This is an optimization exercise on Yosys and OpenROAD, whose aim is small area, a short achievable clock period and few clock cycles per item, not a production implementation.
Where RTL was checked, it was by simulation tests only, not by an equivalence proof against the original.
Only the layout flow was run in runs 4 and 5; the RTL was not checked for function there.
Power figures rest on the tool's default switching activity, not on a simulated workload.

==> flow/design.v, too long to show whole: its modules and the start of the top module <==
// module vector_multiplier: 4048 lines
// module CacheBuffer: 35 lines
// module AXIoutput: 32 lines
// module PLcontroller: 83 lines
// module TopModule: 64 lines
module TopModule #(
    parameter BITWIDTH = 16,
    parameter MATSIZE  = 8
  )(
    input  logic rstn,
    input  logic [BITWIDTH-1:0] i_data,
    input  logic i_valid,
    output logic i_ready,
    output logic o_valid,
    input  logic o_ready,
    output logic [BITWIDTH-1:0] o_data,
    input  logic Clk,
    output logic o_intr
  );
  // ...
==> flow/run.sh <==
#!/bin/bash
# synth_recipe.tcl (not shown) runs the flow's synth.tcl, then flattens the netlist and writes it again
# the make line also repeats each setting of config.mk as NAME=value (left out here)
make -C /OpenROAD-flow-scripts/flow DESIGN_CONFIG=/design/flow/config.mk WORK_HOME=/design/flow/orfs CLKGATE_MAP_FILE= SYNTH_SCRIPT=/design/flow/synth_recipe.tcl finish
==> flow/config.mk <==
export PLATFORM = sky130hd
export DESIGN_NAME = TopModule
export DESIGN_NICKNAME = TopModule
export VERILOG_FILES = /design/flow/design.v
export SDC_FILE = /design/flow/constraint.sdc
export NUM_CORES = 4
export LEC_CHECK = 0
export ABC_CLOCK_PERIOD_IN_PS = 3000
export CAP_MARGIN = 20
export CORE_MARGIN = 2
export CORE_UTILIZATION = 40
export PLACE_DENSITY = 0.6
export SETUP_SLACK_MARGIN = 5
export SLEW_MARGIN = 20
==> flow/constraint.sdc <==
create_clock -name core_clock -period 10.0 [get_ports {Clk}]
set_input_delay 2.0000 -clock core_clock [delete_from_list [all_inputs] [get_ports {Clk}]]
set_output_delay 2.0000 -clock core_clock [all_outputs]
set_load 0.01 [all_outputs]
==> flow_summary.ini, run 1 <==
[status]
run_status = complete, no violations

[final_layout]
layout-drive-gt1-share_pct = 8.75
seq-cell-share_pct = 44.7
area.sequential_um2 = 36900
layout.area.top_class = registers
largest_register_by_flop_count = CacheUnit.ringB
sequential_cell_total = 1749
insertedDiodeCount = 19

[grt]
grtUsageMet1_pct = 31.2
met3_usage_pct = 4.92
grt_antenna_before_repair = 29
grt_max_degree = 131
wire_length_of_the_first_global_routing_pass_mm = 322

[hold_path]
worst_hold_path_type = reg2reg

[clock_network]
clk_path_buf_depth = 3
postCtsSetupBuffers = 8

[power]
pg_comb_mw = 5.14
combPwrFrac_pct = 25.8
seq_power_mw = 8.20
power.static_leakage_nw = 31.9

[setup_path]
cp_max_fo = 4
crit_buf_inv = 3

[placed_design]
post_dp_cell_area_um2 = 76400
hpwlAfterDp_mm = 159

[floorplan]
floorplan.die_area_um2 = 189000
dieWidth_um = 435
die_height_um = 435
rows = 158

[detailed_routing]
route.top_layer_used = met5
remaining_drc_errors = 0

[synth]
ys_seq_elements = 1749
largest_family_of_logic_cells_by_synthesized_area = adder cells
netlist.area_leader.share_pct = 42.2

[timing]
fin_setup_tns_ns = 0
slew-limit-headroom_pct = 25.5
rsz_0062_raised_after_global_routing = no
Testbench counts, summed over its fixed seeds: cycles 3,168, items 1,536.
==> run 2: changes to the inputs <==
--- a/flow/config.mk
+++ b/flow/config.mk
@@ -5,7 +5,6 @@
 export SDC_FILE = /design/flow/constraint.sdc
 export NUM_CORES = 4
 export LEC_CHECK = 0
-export ABC_CLOCK_PERIOD_IN_PS = 3000
 export CAP_MARGIN = 20
 export CORE_MARGIN = 2
 export CORE_UTILIZATION = 40
==> flow_summary.ini, run 2 <==
[synth]
async_flop_share_pct = 0
syn-num-nets = 7567
synth-main-ff-cell = dfxtp_1
yosys-top-cells-area = dfxtp_1 (42%), fa_1 (13%), edfxtp_1 (7.4%)
post-synth-top-count-cell = dfxtp_1
synth_cell_type_count = 69
synth_area_per_cell_um2 = 10.6
netlist.area_leader.share_pct = 42.2
post_synthesis_sequential_area_ratio_pct = 49.5
synth_edf_count = 183
synth_top_cells_by_count = dfxtp_1 (1566), a21oi_1 (615), inv_1 (558), fa_1 (481), clkbuf_1 (454)
ys_seq_elements = 1749
yosys_warnings = 4
mappedNetlistArea_um2 = 74400
syn_inst = 7017
library_cell_occupying_the_most_area_in_the_post_synthesis_netlist = dfxtp_1

[detailed_routing]
detailroute.via_count = 50900
wl_per_cell_um = 23.7
drt_pre_antenna_iters = 8
vias_per_cell = 5.42
route.final.wire_length_mm = 223
detailedRoute.firstIterationViolations = 6035
remaining_drc_errors = 0
antenna_left = 0

[hold_path]
worst_hold_path_type = reg2reg
min_delay_worst_endpoint = CacheUnit.ringB[225]
worstHoldStart = CacheUnit.ringB[241]
worstHoldPathCells = 0

[floorplan]
rows = 158
dieWidth_um = 435
total_core_area_um2 = 185000
floorplan.die_area_um2 = 189000
boundaryPins = 39
initial_utilization_pct = 40.2
die_height_um = 435

[final_layout]
finalNetCount = 7297
largest_registers_ranked_by_flip_flop_count = CacheUnit.ringB (1024), u_mul.r1 (287)
largest_register_by_flop_count = CacheUnit.ringB
most_common_cell_after_layout_fill_and_taps_aside = dfxtp_1
finalNonFillerCells = 9390
area_overhead_of_the_layout_relative_to_synthesis_pct = 10.8
filler_cell_count = 17200
multi_input_area_um2 = 33200
layout.cells.most_common_list = dfxtp_1 (1563), a21oi_1 (615), inv_1 (556), fa_1 (481), nand2_1 (388)
largest_register_ff_count = 1024
layout-drive-gt1-share_pct = 8.75
utilization_pct = 44.5
area.sequential_um2 = 36900

[clock_network]
ctsHtreeMaxLevel = 4
cts_root_buffer = clkbuf_16
clk_path_buf_depth = 3
clock-sinks = 1749
cts_made_buffers = 170
cts_tree = built
clkSlewWorstSetupHoldPaths_ns = 0.07
insertion_delay_ns = 0.83

[setup_path]
crit_buf_inv = 3
worst_r2r_path_depth = 15
rr_endpoint = u_mul.r1[283]
crit_family = compound AO/OA/AOI/OAI gates
end_kind = primary output
worst_ep_required_time_ns = 8.00
critPathSlowestCell = edfxtp_1
worst_setup_path_startpoint = controller.in_lo[0]
timing.critical_path.mode_cell = a21o_1
worstReg2RegStart = CacheUnit.rowA[113]
path_cells = buf_4 > ha_1 > nand2b_1 > a21o_1 > a21oi_1 > o21ai_2 > a21o_1 > buf_12 > clkdlybuf4s15_2
worstSetupPathType = reg2out
startpoint_type_of_the_worst_setup_path = flip-flop
cp_max_fo = 4
worst-endpoint-arrival_ns = 2.82
rrSetupSlack_ns = 5.67
cpPeakStageDelay_ns = 0.39

[timing]
fmaxAchievable_ghz = 0.207
fin_setup_tns_ns = 0
finalMaxSlewViolations = 0
hold-worst-slack_ns = 0.317
slew-limit-headroom_pct = 25.5
worst_clock_skew_ns = 0.0334
setup_viol = 0
timing_worst_slew_pin_value_ns = 1.11
layout_min_cycle_time_ns = 4.82
hold_violations = 0
fin_crit_sh_pct = 48.2
rsz_0062_raised_after_global_routing = no

[status]
run_status = complete, no violations

[grt]
global_route.overflow_total = 0
grt.total_usage_pct = 23.0
grtUsageMet1_pct = 31.2
wire_length_of_the_first_global_routing_pass_mm = 322
grt_pass1_vias = 46800
grt_max_degree = 131
met3_usage_pct = 4.92
grt_antenna_before_repair = 29
grt_most_used_layer = met2
grtUsageMet2_pct = 35.0

[power]
power_per_cell_area_nw_per_um2 = 242
power.static_leakage_nw = 31.9
design_power_total_mw = 19.9
ir_worst_vdd_v = 0.000294

[placed_design]
gpl.final_weighted_congestion = 0.973
io_buffer_count = 38
hpwlAfterDp_mm = 159
dpl.cell_count = 9046

[run]
drv_cap = 0
-- run 2: cells by family (layout without fill, tap and decap cells) --
kind of cell / after synthesis / in the layout / synth area share (%)
other: 0 / 19 / 0
AOI/OAI and AO/OA: 1665 / 1665 / 14.1
xor gates and xnor gates: 386 / 386 / 4.58
DFF: 1749 / 1749 / 49.5
and+or+nand+nor: 1225 / 1225 / 7.68
adders and majority gates: 623 / 623 / 15.0
buffers and inverters: 1167 / 1041 / 6.00
muxes: 202 / 202 / 3.10
-- run 2: how the worst max path moves through the flow --
stage | end | slack (ns) | cells past startpoint
floorplan | controller.fr_pend | 3.88 | 8
global placement | i_ready | 4.66 | 9
detailed placement | i_ready | 4.68 | 9
CTS | i_ready | 5.06 | 10
global route | i_ready | 5.03 | 9
finish | i_ready | 5.18 | 9
-- run 2: metal layers --
metal	vias to the layer above	wire length [um]
met5	-	69
met1	24900	92900
met3	433	19900
met4	8	10900
met2	2488	99100
li1	23100	-
-- run 2: per-stage QoR --
stage	area [um2]	setup slack, ns
2_1_floorplan	74500	3.88
3_3_place_gp	76400	4.66
3_5_place_dp	76400	4.68
4_1_cts	82400	5.06
5_1_grt	82400	5.03
6_report	82400	5.18
-- run 2: what timing repair did --
item,CTS,global route
gates cloned,1,0
setup endpoints to repair,1,1
pin swaps,3,1
gates resized for setup,11,0
setup buffers,8,0
hold buffers,0,0
-- run 2: where the power goes --
part           internal, mW  switching, mW
combinational          2.00           3.14
sequential             7.83          0.370
clock                  3.78           2.81
-- run 2: layout make-up --
type,instances,area share (%)
Antenna cell,19,0.0577
Clock buffer,235,5.98
Multi-Input combinational cell,4101,40.2
Sequential cell,1749,44.7
Timing Repair Buffer,151,1.55
Inverter,574,2.62
Clock inverter,81,1.07
Tap cell,2480,3.77
==> run 3: changes to the inputs <==
--- a/flow/config.mk
+++ b/flow/config.mk
@@ -9,5 +9,4 @@
 export CORE_MARGIN = 2
 export CORE_UTILIZATION = 40
 export PLACE_DENSITY = 0.6
-export SETUP_SLACK_MARGIN = 5
 export SLEW_MARGIN = 20
==> flow_summary.ini, run 3 <==
[grt]
grt.total_usage_pct = 22.8
grt_max_degree = 69
grt_pass1_vias = 46600
wire_length_of_the_first_global_routing_pass_mm = 319
global_route.overflow_total = 0
grt_antenna_before_repair = 29

[detailed_routing]
route.final.wire_length_mm = 221
drt_pre_antenna_iters = 8
antenna_left = 0
detailedRoute.firstIterationViolations = 6379
wl_per_cell_um = 23.5
vias_per_cell = 5.40
remaining_drc_errors = 0
detailroute.via_count = 50700

[timing]
layout_min_cycle_time_ns = 6.21
finalMaxSlewViolations = 0
fin_setup_tns_ns = 0
worst_clock_skew_ns = 0.0775
fmaxAchievable_ghz = 0.161
setup_viol = 0
hold-worst-slack_ns = 0.272
fin_crit_sh_pct = 62.1
slew-limit-headroom_pct = 26.3
timing_worst_slew_pin_value_ns = 1.11
hold_violations = 0
rsz_0062_raised_after_global_routing = no

[setup_path]
endpoint_of_the_most_critical_setup_path = i_ready
rrSetupSlack_ns = 5.45
worst_r2r_path_depth = 8
worst-endpoint-arrival_ns = 4.21
worstSetupPathType = reg2out
end_kind = primary output
startpoint_type_of_the_worst_setup_path = flip-flop
cp_max_fo = 17
worst_setup_path_startpoint = controller.in_lo[0]
rr_endpoint = CacheUnit.rowA[96]
worstReg2RegStart = controller.ph[0]
worst_ep_required_time_ns = 8.00

[floorplan]
rows = 158
total_core_area_um2 = 185000
dieWidth_um = 435
boundaryPins = 39
die_height_um = 435
floorplan.die_area_um2 = 189000
initial_utilization_pct = 40.2

[synth]
yosys-top-cells-area = dfxtp_1 (42%), fa_1 (13%), edfxtp_1 (7.4%)
netlist.area_leader.share_pct = 42.2
ys_seq_elements = 1749
synth_edf_count = 183
mappedNetlistArea_um2 = 74400
synth-main-ff-cell = dfxtp_1
synth_compound_gate_area_share_pct = 14.1
syn_inst = 7017
yosys.area_share.adder_pct = 15.0
post-synth-top-count-cell = dfxtp_1
synth_top_cells_by_count = dfxtp_1 (1566), a21oi_1 (615), inv_1 (558), fa_1 (481), clkbuf_1 (454)
syn-num-nets = 7567
synth_area_per_cell_um2 = 10.6
async_flop_share_pct = 0
synth_area_in_xor_xnor_pct = 4.58
yosys_warnings = 4
post_synth_mux_area_share_pct = 3.10
library_cell_occupying_the_most_area_in_the_post_synthesis_netlist = dfxtp_1
synth_cell_type_count = 69
simple_gate_share_of_the_synthesized_area_pct = 7.68
largest_family_of_logic_cells_by_synthesized_area = adder cells
post_synthesis_sequential_area_ratio_pct = 49.5

[final_layout]
largest_register_ff_count = 1024
multi_input_area_um2 = 33100
layout-drive-gt1-share_pct = 8.42
finalNonFillerCells = 9391
largest_registers_ranked_by_flip_flop_count = CacheUnit.ringB (1024), u_mul.r1 (287)
area.sequential_um2 = 36800
finalNetCount = 7293
largest_register_by_flop_count = CacheUnit.ringB
layout.cells.most_common_list = dfxtp_1 (1566), a21oi_1 (614), inv_1 (558), fa_1 (481), nand2_1 (389)
area_overhead_of_the_layout_relative_to_synthesis_pct = 10.9
most_common_cell_after_layout_fill_and_taps_aside = dfxtp_1
filler_cell_count = 17200

[clock_network]
postCtsSetupBuffers = 0
cts_made_buffers = 171
post_cts.resized_instances = 0
insertion_delay_ns = 0.86
cts_tree = built
ctsHtreeMaxLevel = 4
clkSlewWorstSetupHoldPaths_ns = 0.06
cts_hold_buf = 0
clk_path_buf_depth = 3
cts_root_buffer = clkbuf_16
clock-sinks = 1749

[placed_design]
dpl.cell_count = 9050
hpwlAfterDp_mm = 159
io_buffer_count = 38
gpl.final_weighted_congestion = 0.958

[status]
run_status = complete, no violations

[power]
power.static_leakage_nw = 31.9
power_per_cell_area_nw_per_um2 = 242
ir_worst_vdd_v = 0.000409

[hold_path]
worst_hold_path_type = reg2reg

[run]
drv_cap = 0
## run 3: cell counts after synthesis
No cell type changed its count.
## run 3: worst min-delay path by stage
stage          slack [ns]                   end  depth (start not counted)                 start
2_1_floorplan        0.31    CacheUnit.ringB[0]                          0   CacheUnit.ringB[16]
3_3_place_gp         0.31  CacheUnit.ringB[643]                          0  CacheUnit.ringB[659]
3_5_place_dp         0.31  CacheUnit.ringB[238]                          0  CacheUnit.ringB[254]
4_1_cts              0.27  CacheUnit.ringB[741]                          0  CacheUnit.ringB[757]
5_1_grt              0.28  CacheUnit.ringB[933]                          0  CacheUnit.ringB[949]
6_report             0.27  CacheUnit.ringB[741]                          0  CacheUnit.ringB[757]
## run 3: cells by family (layout without fill, tap and decap cells)
logic type | Yosys count | after routing
XOR/XNOR | 386 | 386
adder cells (fa/ha/maj) | 623 | 623
multiplexers | 202 | 202
other | 0 | 24
buffers and inverters | 1167 | 1037
AO/OA/AOI/OAI | 1665 | 1665
flip-flops | 1749 | 1749
AND/OR/NAND/NOR | 1225 | 1225
## run 3: metal layers
metal | vias to the layer above | part of all wire (%) | global-route usage (%)
met3 | 406 | 8.7 | 4.13
met1 | 24800 | 43 | 32.1
li1 | 23100 | - | -
met4 | 6 | 4.9 | 10.4
met2 | 2392 | 44 | 34.1
met5 | - | 0.018 | 0
## run 3: layout make-up
cell class | instances | share of cell area [%]
diodes | 24 | 0.0728
clock buffers | 239 | 6.06
clock inverters | 78 | 1.25
inverters | 574 | 2.61
multi-input cells | 4101 | 40.1
flip-flops and latches | 1749 | 44.7
well taps | 2480 | 3.76
repair buffers | 146 | 1.44
## run 3: critical path, stage by stage (launching register included)
cell	delay, ns
edfxtp_1	0.43
ha_1	0.23
ha_1	0.30
xor2_1	0.14
nor4_1	0.49
nand2_1	0.76
nand2_1	0.27
a21o_1	0.19
clkdlybuf4s50_1	0.57
## run 3: through the flow
step           cell area [um2]  util, %  worst slack (ns)  power [mW]
5_1_grt                  82400     44.5              3.51        21.0
4_1_cts                  82400     44.5              3.66        20.1
3_3_place_gp             76400     41.3              4.54        13.2
2_1_floorplan            74400        -             0.565        11.7
3_5_place_dp             76400     41.3              4.58        13.4
6_report                 82500     44.6              3.79        20.0
## run 3: where the power goes
part | total, mW | switching (mW) | internal, mW
combinational | 5.09 | 3.11 | 1.98
sequential | 8.17 | 0.339 | 7.83
clock | 6.71 | 2.87 | 3.84
total | 20.0 | 6.32 | 13.7
==> module AXIoutput, before the edit <==
module AXIoutput #(
    parameter BITWIDTH = 16,
    parameter DEPTH    = 4
  )(
    input  logic clk,
    input  logic rstn,
    input  logic push,
    input  logic [BITWIDTH-1:0] data_in,
    output logic [BITWIDTH-1:0] data_out,
    output logic valid,
    input  logic o_ready,
    output logic pop
  );
  localparam CW = $clog2(DEPTH+1);
  logic [DEPTH-1:0][BITWIDTH-1:0] q;
  logic [CW-1:0] count;
  assign valid    = (count != 0);
  assign pop      = valid && o_ready;
  assign data_out = q[0];
  always_ff @(posedge clk) begin
    for (int e = 0; e < DEPTH; e++) begin
      if (pop) begin
        if (push && count == CW'(e+1)) q[e] <= data_in;
        else if (e < DEPTH-1)          q[e] <= q[(e < DEPTH-1) ? e+1 : e];
      end else if (push && count == CW'(e)) begin
        q[e] <= data_in;
      end
    end
    if (!rstn) count <= '0;
    else count <= count + CW'(push) - CW'(pop);
  end
endmodule
==> module PLcontroller, before the edit <==
module PLcontroller #(
    parameter BITWIDTH = 16,
    parameter MATSIZE  = 8,
    parameter LAT      = 2,
    parameter DEPTH    = LAT + 2
  )(
    input  logic clk,
    input  logic rstn,
    input  logic [BITWIDTH-1:0] i_data,
    input  logic i_valid,
    output logic i_ready,
    output logic [BITWIDTH-1:0] word,
    output logic WriteB,
    output logic [$clog2(MATSIZE)-1:0] RowB,
    output logic WriteA,
    output logic LoadCR,
    output logic LoadDirect,
    output logic push,
    input  logic pop,
    output logic o_intr
  );
  localparam AW = $clog2(MATSIZE);
  localparam CW = $clog2(DEPTH+1);
  logic [AW-1:0] ph;
  logic in_v, in_isA;
  logic [AW-1:0] in_hi, in_lo;
  logic [2*AW:0] w;
  logic fr_pend, cr_act;
  logic [AW-1:0] nextcol;
  logic [CW-1:0] resv;
  logic [LAT-1:0] vpipe;
  logic [2*AW-1:0] ocnt;
  logic [AW-1:0] colnow;
  logic commit, phok, colfree, wr, release_cr;
  assign colnow  = ph - 1'b1;
  assign commit  = cr_act && colnow == nextcol && resv < CW'(DEPTH);
  assign phok    = ph == in_lo + 1'b1;
  assign colfree = !cr_act || nextcol > in_lo || (nextcol == in_lo && commit);
  assign WriteB  = in_v && !in_isA && phok && !fr_pend && colfree;
  assign WriteA  = in_v && in_isA && phok && !fr_pend;
  assign wr      = WriteB || WriteA;
  assign RowB    = in_hi;
  assign i_ready = !in_v || wr;
  assign LoadDirect = WriteA && in_lo == AW'(MATSIZE-1);
  assign release_cr = !cr_act || (nextcol == AW'(MATSIZE-1) && commit);
  assign LoadCR  = ph == '0 && (LoadDirect || fr_pend) && release_cr;
  assign push    = vpipe[LAT-1];
  always_ff @(posedge clk) begin
    if (i_ready) begin
      word <= i_data;
      {in_isA, in_hi, in_lo} <= w;
    end
    if (!rstn) begin
      ph      <= '0;
      in_v    <= 1'b0;
      w       <= '0;
      fr_pend <= 1'b0;
      cr_act  <= 1'b0;
      nextcol <= '0;
      resv    <= '0;
      vpipe   <= '0;
      ocnt    <= '0;
      o_intr  <= 1'b0;
    end else begin
      ph <= ph + 1'b1;
      if (i_ready) in_v <= i_valid;
      if (i_valid && i_ready) w <= w + 1'b1;
      if (LoadCR) fr_pend <= 1'b0;
      else if (LoadDirect) fr_pend <= 1'b1;
      if (LoadCR) begin
        cr_act  <= 1'b1;
        nextcol <= '0;
      end else if (commit) begin
        nextcol <= nextcol + 1'b1;
        if (nextcol == AW'(MATSIZE-1)) cr_act <= 1'b0;
      end
      resv  <= resv + CW'(commit) - CW'(pop);
      vpipe <= {vpipe, commit};
      if (pop) ocnt <= ocnt + 1'b1;
      o_intr <= pop && ocnt == '1;
    end
  end
endmodule
==> run 4: changes to the inputs <==
--- a/flow/design.v
+++ b/flow/design.v
@@ -4094,23 +4094,36 @@
     input  logic o_ready,
     output logic pop
   );
-  localparam CW = $clog2(DEPTH+1);
-  logic [DEPTH-1:0][BITWIDTH-1:0] q;
-  logic [CW-1:0] count;
-  assign valid    = (count != 0);
-  assign pop      = valid && o_ready;
-  assign data_out = q[0];
+  localparam NF = DEPTH - 1;
+  localparam PW = (NF > 1) ? $clog2(NF) : 1;
+  localparam CW = $clog2(NF+1);
+  logic [NF-1:0][BITWIDTH-1:0] fifo;
+  logic [PW-1:0] wp, rp;
+  logic [CW-1:0] fc;
+  logic take, fnext, bypass, fwrite;
+  assign pop    = valid && o_ready;
+  assign take   = !valid || o_ready;         
+  assign fnext  = fc != '0;
+  assign bypass = take && !fnext;            
+  assign fwrite = push && !bypass;
+  function automatic logic [PW-1:0] inc(input logic [PW-1:0] p);
+    inc = p + 1'b1;
+    if (p == PW'(NF-1)) inc = {PW{1'b0}};
+  endfunction
   always_ff @(posedge clk) begin
-    for (int e = 0; e < DEPTH; e++) begin
-      if (pop) begin
-        if (push && count == CW'(e+1)) q[e] <= data_in;
-        else if (e < DEPTH-1)          q[e] <= q[(e < DEPTH-1) ? e+1 : e];
-      end else if (push && count == CW'(e)) begin
-        q[e] <= data_in;
-      end
+    if (push) fifo[wp] <= data_in;
+    if (take) data_out <= fnext ? fifo[rp] : data_in;
+    if (!rstn) begin
+      valid <= 1'b0;
+      wp    <= '0;
+      rp    <= '0;
+      fc    <= '0;
+    end else begin
+      if (take) valid <= fnext || push;
+      if (fwrite) wp <= inc(wp);
+      if (take && fnext) rp <= inc(rp);
+      fc <= fc + CW'(fwrite) - CW'(take && fnext);
     end
-    if (!rstn) count <= '0;
-    else count <= count + CW'(push) - CW'(pop);
   end
 endmodule
 module PLcontroller #(
@@ -4136,60 +4149,90 @@
   );
   localparam AW = $clog2(MATSIZE);
   localparam CW = $clog2(DEPTH+1);
+  typedef struct packed {
+    logic isA;
+    logic [AW-1:0] hi;
+    logic [AW-1:0] lo;
+    logic [AW-1:0] ph;
+  } tag_t;
   logic [AW-1:0] ph;
-  logic in_v, in_isA;
-  logic [AW-1:0] in_hi, in_lo;
-  logic [2*AW:0] w;
+  logic ph0;                        
+  logic h_v, s_v;                   
+  tag_t h_t, s_t, w_t;
+  logic [BITWIDTH-1:0] s_d;
+  logic phok;                       
+  logic [2*AW:0] w;                 
   logic fr_pend, cr_act;
-  logic [AW-1:0] nextcol;
-  logic [CW-1:0] resv;
+  logic [AW-1:0] nextcol, nextph;   
+  logic [CW-1:0] resv;              
+  logic room;                       
   logic [LAT-1:0] vpipe;
   logic [2*AW-1:0] ocnt;
-  logic [AW-1:0] colnow;
-  logic commit, phok, colfree, wr, release_cr;
-  assign colnow  = ph - 1'b1;
-  assign commit  = cr_act && colnow == nextcol && resv < CW'(DEPTH);
-  assign phok    = ph == in_lo + 1'b1;
-  assign colfree = !cr_act || nextcol > in_lo || (nextcol == in_lo && commit);
-  assign WriteB  = in_v && !in_isA && phok && !fr_pend && colfree;
-  assign WriteA  = in_v && in_isA && phok && !fr_pend;
+  logic accept, commit, colfree, wr, hfree, release_cr;
+  logic [CW-1:0] resv_n;
+  tag_t h_t_n;
+  assign w_t     = {w[2*AW], w[2*AW-1:AW], w[AW-1:0], AW'(w[AW-1:0] + 1'b1)};
+  assign accept  = i_valid && i_ready;
+  assign commit  = cr_act && ph == nextph && room;
+  assign colfree = !cr_act || h_t.lo < nextcol || (h_t.lo == nextcol && room);
+  assign WriteB  = h_v && phok && !fr_pend && !h_t.isA && colfree;
+  assign WriteA  = h_v && phok && !fr_pend && h_t.isA;
   assign wr      = WriteB || WriteA;
-  assign RowB    = in_hi;
-  assign i_ready = !in_v || wr;
-  assign LoadDirect = WriteA && in_lo == AW'(MATSIZE-1);
-  assign release_cr = !cr_act || (nextcol == AW'(MATSIZE-1) && commit);
-  assign LoadCR  = ph == '0 && (LoadDirect || fr_pend) && release_cr;
+  assign hfree   = !h_v || wr;
+  assign RowB    = h_t.hi;
+  assign LoadDirect = WriteA && h_t.lo == AW'(MATSIZE-1);
+  assign release_cr = !cr_act || (nextph == '0 && room);
+  assign LoadCR  = ph0 && (LoadDirect || fr_pend) && release_cr;
   assign push    = vpipe[LAT-1];
+  assign resv_n  = resv + CW'(commit) - CW'(pop);
+  assign h_t_n   = !hfree ? h_t : s_v ? s_t : w_t;
   always_ff @(posedge clk) begin
-    if (i_ready) begin
-      word <= i_data;
-      {in_isA, in_hi, in_lo} <= w;
+    if (hfree) begin
+      word <= s_v ? s_d : i_data;
+      h_t  <= h_t_n;
+    end
+    if (!hfree && accept) begin
+      s_d <= i_data;
+      s_t <= w_t;
     end
     if (!rstn) begin
       ph      <= '0;
-      in_v    <= 1'b0;
+      ph0     <= 1'b0;
+      phok    <= 1'b0;
+      h_v     <= 1'b0;
+      s_v     <= 1'b0;
+      i_ready <= 1'b1;
       w       <= '0;
       fr_pend <= 1'b0;
       cr_act  <= 1'b0;
       nextcol <= '0;
+      nextph  <= '0;
       resv    <= '0;
+      room    <= 1'b0;
       vpipe   <= '0;
       ocnt    <= '0;
       o_intr  <= 1'b0;
     end else begin
-      ph <= ph + 1'b1;
-      if (i_ready) in_v <= i_valid;
-      if (i_valid && i_ready) w <= w + 1'b1;
+      ph   <= ph + 1'b1;
+      ph0  <= ph == AW'(MATSIZE-1);
+      phok <= ph + 1'b1 == h_t_n.ph;
+      if (hfree) h_v <= s_v || i_valid;
+      s_v     <= !hfree && (s_v || accept);
+      i_ready <= hfree || !(s_v || accept);
+      if (accept) w <= w + 1'b1;
       if (LoadCR) fr_pend <= 1'b0;
       else if (LoadDirect) fr_pend <= 1'b1;
       if (LoadCR) begin
         cr_act  <= 1'b1;
         nextcol <= '0;
+        nextph  <= AW'(1);
       end else if (commit) begin
         nextcol <= nextcol + 1'b1;
+        nextph  <= nextph + 1'b1;
         if (nextcol == AW'(MATSIZE-1)) cr_act <= 1'b0;
       end
-      resv  <= resv + CW'(commit) - CW'(pop);
+      resv  <= resv_n;
+      room  <= resv_n < CW'(DEPTH);
       vpipe <= {vpipe, commit};
       if (pop) ocnt <= ocnt + 1'b1;
       o_intr <= pop && ocnt == '1;
--- a/flow/config.mk
+++ b/flow/config.mk
@@ -5,8 +5,10 @@
 export SDC_FILE = /design/flow/constraint.sdc
 export NUM_CORES = 4
 export LEC_CHECK = 0
+export ABC_AREA = 1
 export CAP_MARGIN = 20
 export CORE_MARGIN = 2
-export CORE_UTILIZATION = 40
-export PLACE_DENSITY = 0.6
+export CORE_UTILIZATION = 60
+export PLACE_DENSITY = 0.7
+export SETUP_SLACK_MARGIN = 5
 export SLEW_MARGIN = 20
==> flow_summary.ini, run 4 <==
[final_layout]
multi_input_area_um2 = 25600
area_overhead_of_the_layout_relative_to_synthesis_pct = 10.5
largest_registers_ranked_by_flip_flop_count = CacheUnit.ringB (1024), u_mul.r1 (287)
largest_register_ff_count = 1024
largest_register_by_flop_count = CacheUnit.ringB
layout.cell_area.non_filler_um2 = 75500
filler_cell_count = 8391
area.sequential_um2 = 38300
most_common_cell_after_layout_fill_and_taps_aside = dfxtp_1
layout-drive-gt1-share_pct = 6.05
finalNonFillerCells = 7872
finalNetCount = 6773
layout.cells.most_common_list = dfxtp_1 (1544), nand2_1 (935), inv_1 (872), xor2_1 (513), fa_1 (480)

[synth]
library_cell_occupying_the_most_area_in_the_post_synthesis_netlist = dfxtp_1
post-synth-top-count-cell = dfxtp_1
mappedNetlistArea_um2 = 68400
synth-main-ff-cell = dfxtp_1
synth_cell_type_count = 49
netlist.area_leader.share_pct = 45.3
yosys_warnings = 4
syn_inst = 6186
synth_area_per_cell_um2 = 11.1
async_flop_share_pct = 0
synth_edf_count = 244
post_synthesis_sequential_area_ratio_pct = 56.0
ys_seq_elements = 1790
syn-num-nets = 6737
synth_top_cells_by_count = dfxtp_1 (1546), nand2_1 (935), inv_1 (874), xor2_1 (513), fa_1 (480)
yosys-top-cells-area = dfxtp_1 (45%), fa_1 (14%), edfxtp_1 (11%)

[placed_design]
worst_slack_at_placement_ns = 5.80
dpl.cell_count = 7552
hpwlAfterDp_mm = 137
io_buffer_count = 38
gpl.final_weighted_congestion = 1.01
post_dp_cell_area_um2 = 69900

[run]
drv_cap = 0

[power]
combPwrFrac_pct = 18.5
power.static_leakage_nw = 33.1
power.switching_fraction_pct = 28.4
cell_internal_pwr_mw = 12.6
power_switching_mw = 5.00
ir_worst_vdd_v = 0.000283
clock_power_share_pct = 36.2
power_per_cell_area_nw_per_um2 = 233
sequentialPowerShare_pct = 45.3

[timing]
fin_crit_sh_pct = 41.0
fin_setup_tns_ns = 0
layout_min_cycle_time_ns = 4.10
fmaxAchievable_ghz = 0.244
hold_violations = 0
rsz_0062_raised_after_global_routing = no
setup_viol = 0
worst_clock_skew_ns = 0.0270
finalMaxSlewViolations = 0
slew-limit-headroom_pct = 24.0
hold-worst-slack_ns = 0.320
timing.final.ws_setup_ns = 5.90
timing_worst_slew_pin_value_ns = 1.14

[clock_network]
clkSlewWorstSetupHoldPaths_ns = 0.06
cts_tree = built
ctsHtreeMaxLevel = 4
cts_hold_buf = 0
postCtsSetupBuffers = 0
insertion_delay_ns = 0.78
cts_made_buffers = 167
clock-sinks = 1790
clk_path_buf_depth = 3
cts_root_buffer = clkbuf_16
post_cts.resized_instances = 0

[setup_path]
crit_family = adder cells
rr_endpoint = u_mul.r1[264]
worst_r2r_path_depth = 11
timing.critical_path.mode_cell = fa_1
cpPeakStageDelay_ns = 0.75
path_cells = inv_2 > nand2_1 > nand2_1 > nand2_1 > o22ai_1 > xor2_1 > fa_1 > inv_1 > fa_1 > fa_1 > fa_1
end_kind = flip-flop
worstSetupPathType = reg2reg
crit_buf_inv = 2
startpoint_type_of_the_worst_setup_path = flip-flop
critPathSlowestCell = edfxtp_1
worstReg2RegStart = CacheUnit.rowA[1]
worst-path-stages = 11
worst-endpoint-arrival_ns = 4.76
cp_max_fo = 14
rrSetupSlack_ns = 5.90
worst_ep_required_time_ns = 10.65

[grt]
grt_antenna_before_repair = 27
grt_max_degree = 64
grt_pass1_vias = 41600
wire_length_of_the_first_global_routing_pass_mm = 267
grt.total_usage_pct = 31.5
global_route.overflow_total = 0

[floorplan]
boundaryPins = 39
die_height_um = 342
rows = 123
initial_utilization_pct = 60.6
dieWidth_um = 342
total_core_area_um2 = 113000
floorplan.die_area_um2 = 117000

[status]
run_status = complete, no violations

[detailed_routing]
detailroute.via_count = 43300
vias_per_cell = 5.50
route.final.wire_length_mm = 182
drt_pre_antenna_iters = 7
detailedRoute.firstIterationViolations = 4386
antenna_left = 0
wl_per_cell_um = 23.2
remaining_drc_errors = 0

[hold_path]
worstHoldPathCells = 0
min_delay_worst_endpoint = CacheUnit.ringB[440]
worst_hold_path_type = reg2reg
worstHoldStart = CacheUnit.ringB[456]
-- run 4: cell types whose count changed after synthesis, sizes merged, moves of 136 or more --
cell | previous run | this run
a21oi | 615 | 43
mux2 | 169 | 0
clkbuf | 454 | 135
o22ai | 199 | 486
nand2 | 389 | 957
a22oi | 136 | 0
xnor2 | 249 | 38
nor2 | 378 | 110
inv | 558 | 915
xor2 | 135 | 514
-- run 4: kinds of logic (layout without fill, tap and decap cells) --
kind of cell | Yosys count | in the layout | synth area share [%]
flops | 1790 | 1790 | 56.0
simple gates | 1305 | 1305 | 7.83
buf+inv | 1142 | 1316 | 6.62
compound gates | 866 | 866 | 7.48
xor+xnor | 552 | 552 | 7.09
fa+ha+maj | 531 | 531 | 15.0
other cells | 0 | 12 | 0
-- run 4: worst reg2reg max path: cells and delay by family (launching register included) --
| family | cells | cell delay, ns |
|---|---|---|
| AO/OA/AOI/OAI | 1 | 0.15 |
| flip-flops | 1 | 0.75 |
| XOR/XNOR | 1 | 0.18 |
| buffers and inverters | 2 | 0.25 |
| AND/OR/NAND/NOR | 3 | 0.55 |
| adder cells (fa/ha/maj) | 4 | 2.11 |
-- run 4: worst max-delay path by stage --
stage                           start                    to  slack [ns]
floorplan              controller.h_v  controller.nextph[0]        5.17
global placement              o_ready       controller.room        5.82
detailed placement            o_ready          AXIout.fc[1]        5.80
CTS                 CacheUnit.rowA[1]         u_mul.r1[264]        5.90
global route        CacheUnit.rowA[1]         u_mul.r1[264]        5.65
finish              CacheUnit.rowA[1]         u_mul.r1[264]        5.90
-- run 4: power by group through the flow --
stage / registers [mW] / logic, mW / clock network, mW
floorplan: 8.06 / 2.18 / 0
global placement: 8.12 / 3.12 / 0
detailed placement: 8.13 / 3.21 / 0
CTS: 7.98 / 3.23 / 6.44
global route: 8.00 / 3.62 / 6.73
finish: 7.98 / 3.26 / 6.37
-- run 4: cell type report --
class                   instances  share of cell area [%]
diodes                         12                  0.0398
clock buffers                 245                    6.54
clock inverters                62                   0.876
inverters                     942                    4.71
multi-input cells            3254                    33.9
flip-flops and latches       1790                    50.7
well taps                    1500                    2.49
repair buffers                 67                   0.792
-- run 4: routing by layer --
layer  wire (um)  vias up  global-route usage [%]
li1            -    19700                       -
met1       78700    21200                    45.6
met2       79900     1933                    47.1
met3       15100      363                    4.90
met4        8500        8                    14.3
met5          53        -                       0
-- run 4: stage by stage --
step	utilization (%)	total power [mW]
floorplan	-	10.2
global placement	61.9	11.2
detailed placement	61.9	11.3
CTS	66.9	17.6
global route	66.9	18.4
finish	66.9	17.6
==> run 5: changes to the inputs <==
--- a/flow/config.mk
+++ b/flow/config.mk
@@ -8,7 +8,7 @@
 export ABC_AREA = 1
 export CAP_MARGIN = 20
 export CORE_MARGIN = 2
-export CORE_UTILIZATION = 60
-export PLACE_DENSITY = 0.7
+export CORE_UTILIZATION = 40
+export PLACE_DENSITY = 0.6
 export SETUP_SLACK_MARGIN = 5
 export SLEW_MARGIN = 20
==> flow_summary.ini, run 5 <==
[final_layout]
area_overhead_of_the_layout_relative_to_synthesis_pct = 12.6
most_common_cell_after_layout_fill_and_taps_aside = dfxtp_1
layout-drive-gt1-share_pct = 6.63
largest_registers_ranked_by_flip_flop_count = CacheUnit.ringB (1024), u_mul.r1 (287)
finalNetCount = 6784
largest_register_ff_count = 1024
layout.cell_area.non_filler_um2 = 77000
largest_register_by_flop_count = CacheUnit.ringB
utilization_pct = 45.4
layout.cells.most_common_list = dfxtp_1 (1544), nand2_1 (935), inv_1 (870), xor2_1 (513), fa_1 (480)

[clock_network]
clk_path_buf_depth = 3
insertion_delay_ns = 0.82
cts_made_buffers = 175
cts_root_buffer = clkbuf_16
clkSlewWorstSetupHoldPaths_ns = 0.07
cts_tree = built
ctsHtreeMaxLevel = 4
clock-sinks = 1790
postCtsSetupBuffers = 0
cts_hold_buf = 0
post_cts.resized_instances = 0

[synth]
synth_edf_count = 244
syn-num-nets = 6737
yosys_warnings = 4
synth_area_per_cell_um2 = 11.1
syn_inst = 6186
post-synth-top-count-cell = dfxtp_1
netlist.area_leader.share_pct = 45.3
ys_seq_elements = 1790
library_cell_occupying_the_most_area_in_the_post_synthesis_netlist = dfxtp_1
synth-main-ff-cell = dfxtp_1
synth_cell_type_count = 49
mappedNetlistArea_um2 = 68400
synth_top_cells_by_count = dfxtp_1 (1546), nand2_1 (935), inv_1 (874), xor2_1 (513), fa_1 (480)
post_synthesis_sequential_area_ratio_pct = 56.0
async_flop_share_pct = 0
yosys-top-cells-area = dfxtp_1 (45%), fa_1 (14%), edfxtp_1 (11%)

[timing]
slew-limit-headroom_pct = 25.0
rsz_0062_raised_after_global_routing = no
timing_worst_slew_pin_value_ns = 1.12
worst_clock_skew_ns = 0.0585
fin_setup_tns_ns = 0
fin_crit_sh_pct = 42.5
finalMaxSlewViolations = 0
fmaxAchievable_ghz = 0.235
timing.final.ws_setup_ns = 5.75
hold_violations = 0
setup_viol = 0
layout_min_cycle_time_ns = 4.25

[setup_path]
crit_buf_inv = 2
worst_ep_required_time_ns = 10.67
end_kind = flip-flop
crit_family = adder cells
worstSetupPathType = reg2reg
startpoint_type_of_the_worst_setup_path = flip-flop
timing.critical_path.mode_cell = fa_1
worst-endpoint-arrival_ns = 4.93
cpPeakStageDelay_ns = 0.80
critPathSlowestCell = edfxtp_1
cp_max_fo = 14
path_cells = inv_2 > nand2_1 > nand2_1 > nand2_1 > o22ai_1 > xor2_1 > fa_1 > inv_1 > fa_1 > fa_1 > fa_1

[power]
cell_internal_pwr_mw = 13.0
power_switching_mw = 5.12
power_per_cell_area_nw_per_um2 = 235
power.static_leakage_nw = 33.4
power.switching_fraction_pct = 28.3
ir_worst_vdd_v = 0.000195
combPwrFrac_pct = 18.1
clock_power_share_pct = 37.8
sequentialPowerShare_pct = 44.1

[detailed_routing]
drt_pre_antenna_iters = 6
antenna_left = 0
detailroute.via_count = 42200
vias_per_cell = 4.91
wl_per_cell_um = 21.8
detailedRoute.firstIterationViolations = 4238
route.final.wire_length_mm = 187
remaining_drc_errors = 0

[status]
run_status = complete, no violations

[floorplan]
floorplan.die_area_um2 = 174000
dieWidth_um = 417
die_height_um = 417
total_core_area_um2 = 170000
rows = 151
boundaryPins = 39
initial_utilization_pct = 40.3

[grt]
global_route.overflow_total = 0
met3_usage_pct = 4.14
grt.total_usage_pct = 21.4
grt_max_degree = 73
grt_pass1_vias = 40700
grtUsageMet1_pct = 30.2
grt_antenna_before_repair = 17
grtUsageMet2_pct = 32.9
grt_most_used_layer = met2
wire_length_of_the_first_global_routing_pass_mm = 272

[placed_design]
gpl.final_weighted_congestion = 0.959
worst_slack_at_placement_ns = 5.21
io_buffer_count = 38
post_dp_cell_area_um2 = 70800
hpwlAfterDp_mm = 143

[hold_path]
worst_hold_path_type = reg2reg

[run]
drv_cap = 0
run 5: cell counts after synthesis:
No cell type changed its count.
run 5: final cells by class:
cell class / count / area [um2]
fillers: 15600 / 92700
well taps: 2218 / 2780
inverters: 942 / 3560
flip-flops and latches: 1790 / 38300
clock buffers: 247 / 5240
multi-input cells: 3254 / 25600
repair buffers: 70 / 628
clock inverters: 78 / 930
diodes: 5 / 12.5
run 5: power groups by stage:
stage               clock network [mW]  logic, mW  registers, mW
floorplan                            0       2.18           8.06
global placement                     0       3.21           8.13
detailed placement                   0       3.27           8.13
CTS                               6.97       3.29           7.98
global route                      7.27       3.68           8.00
finish                            6.84       3.28           7.97
run 5: cell families after synthesis:
group	Yosys count	share of synthesized area [%]
adders and majority gates	531	15.0
and+or+nand+nor	1305	7.83
xor gates and xnor gates	552	7.09
AOI/OAI and AO/OA	866	7.48
DFF	1790	56.0
buffers and inverters	1142	6.62
run 5: metrics by stage:
step / hold slack (ns) / power [mW] / cells
after detailed placement: 0.312 / 11.4 / 8272
after floorplan: 0.310 / 10.2 / 6186
final: 0.294 / 18.1 / 8604
after global placement: 0.310 / 11.3 / 8272
after CTS: 0.292 / 18.2 / 8597
after global routing: 0.312 / 19.0 / 8599
run 5: path summary, 6_finish.rpt:
check / startpoint / end / slack (ns) / cells after the start
max: CacheUnit.rowA[1] / u_mul.r1[264] / 5.75 / 11
min: CacheUnit.ringB[296] / CacheUnit.ringB[280] / 0.29 / 0
max reg2reg: CacheUnit.rowA[1] / u_mul.r1[264] / 5.75 / 11
min reg2reg: CacheUnit.ringB[296] / CacheUnit.ringB[280] / 0.29 / 0
run 5: metal layers:
layer / up-vias / part of all wire (%)
met5: - / 0.013
met4: 4 / 3.5
met3: 287 / 7.2
met2: 1498 / 44
met1: 20700 / 45
li1: 19800 / -

==> separate check: timing with driven ports <==
How much do the figures lean on ideal ports? The routed layouts below were timed once more, with nothing changed but the port constraints. Step 1, drivers: a clkbuf_16 drives Clk and a buf_2 each remaining input, both assumed. Step 2 adds t to the input delays and takes it off the output delays; t is the mean of the earliest and latest rising clock arrival at the registers after step 1. Input paths then give back, and output paths get back, about the clock's delay inside the block. Slacks: ideal / step 1 / step 2; pairs: ideal / step 1.
run	t (ns)	slack for setup (ns)	latest minus earliest clock arrival (ns)	worst register clock-pin slew, ns	pins driven straight from the clock port
run 1	0.903	5.177 / 5.091 / 5.672	0.037 / 0.037	0.07 / 0.07	1
run 2	0.903	5.177 / 5.091 / 5.672	0.037 / 0.037	0.07 / 0.07	1
run 3	0.904	3.785 / 3.696 / 4.600	0.081 / 0.081	0.07 / 0.07	1
run 4	0.847	5.895 / 5.895 / 5.726	0.028 / 0.028	0.07 / 0.07	1
run 5	0.871	5.747 / 5.747 / 5.747	0.063 / 0.063	0.07 / 0.07	1
After both steps every run listed still meets setup and hold. For run 4, which loses most, drivers alone change the setup slack by 0.000 ns; drivers and shift together by -0.169 ns.
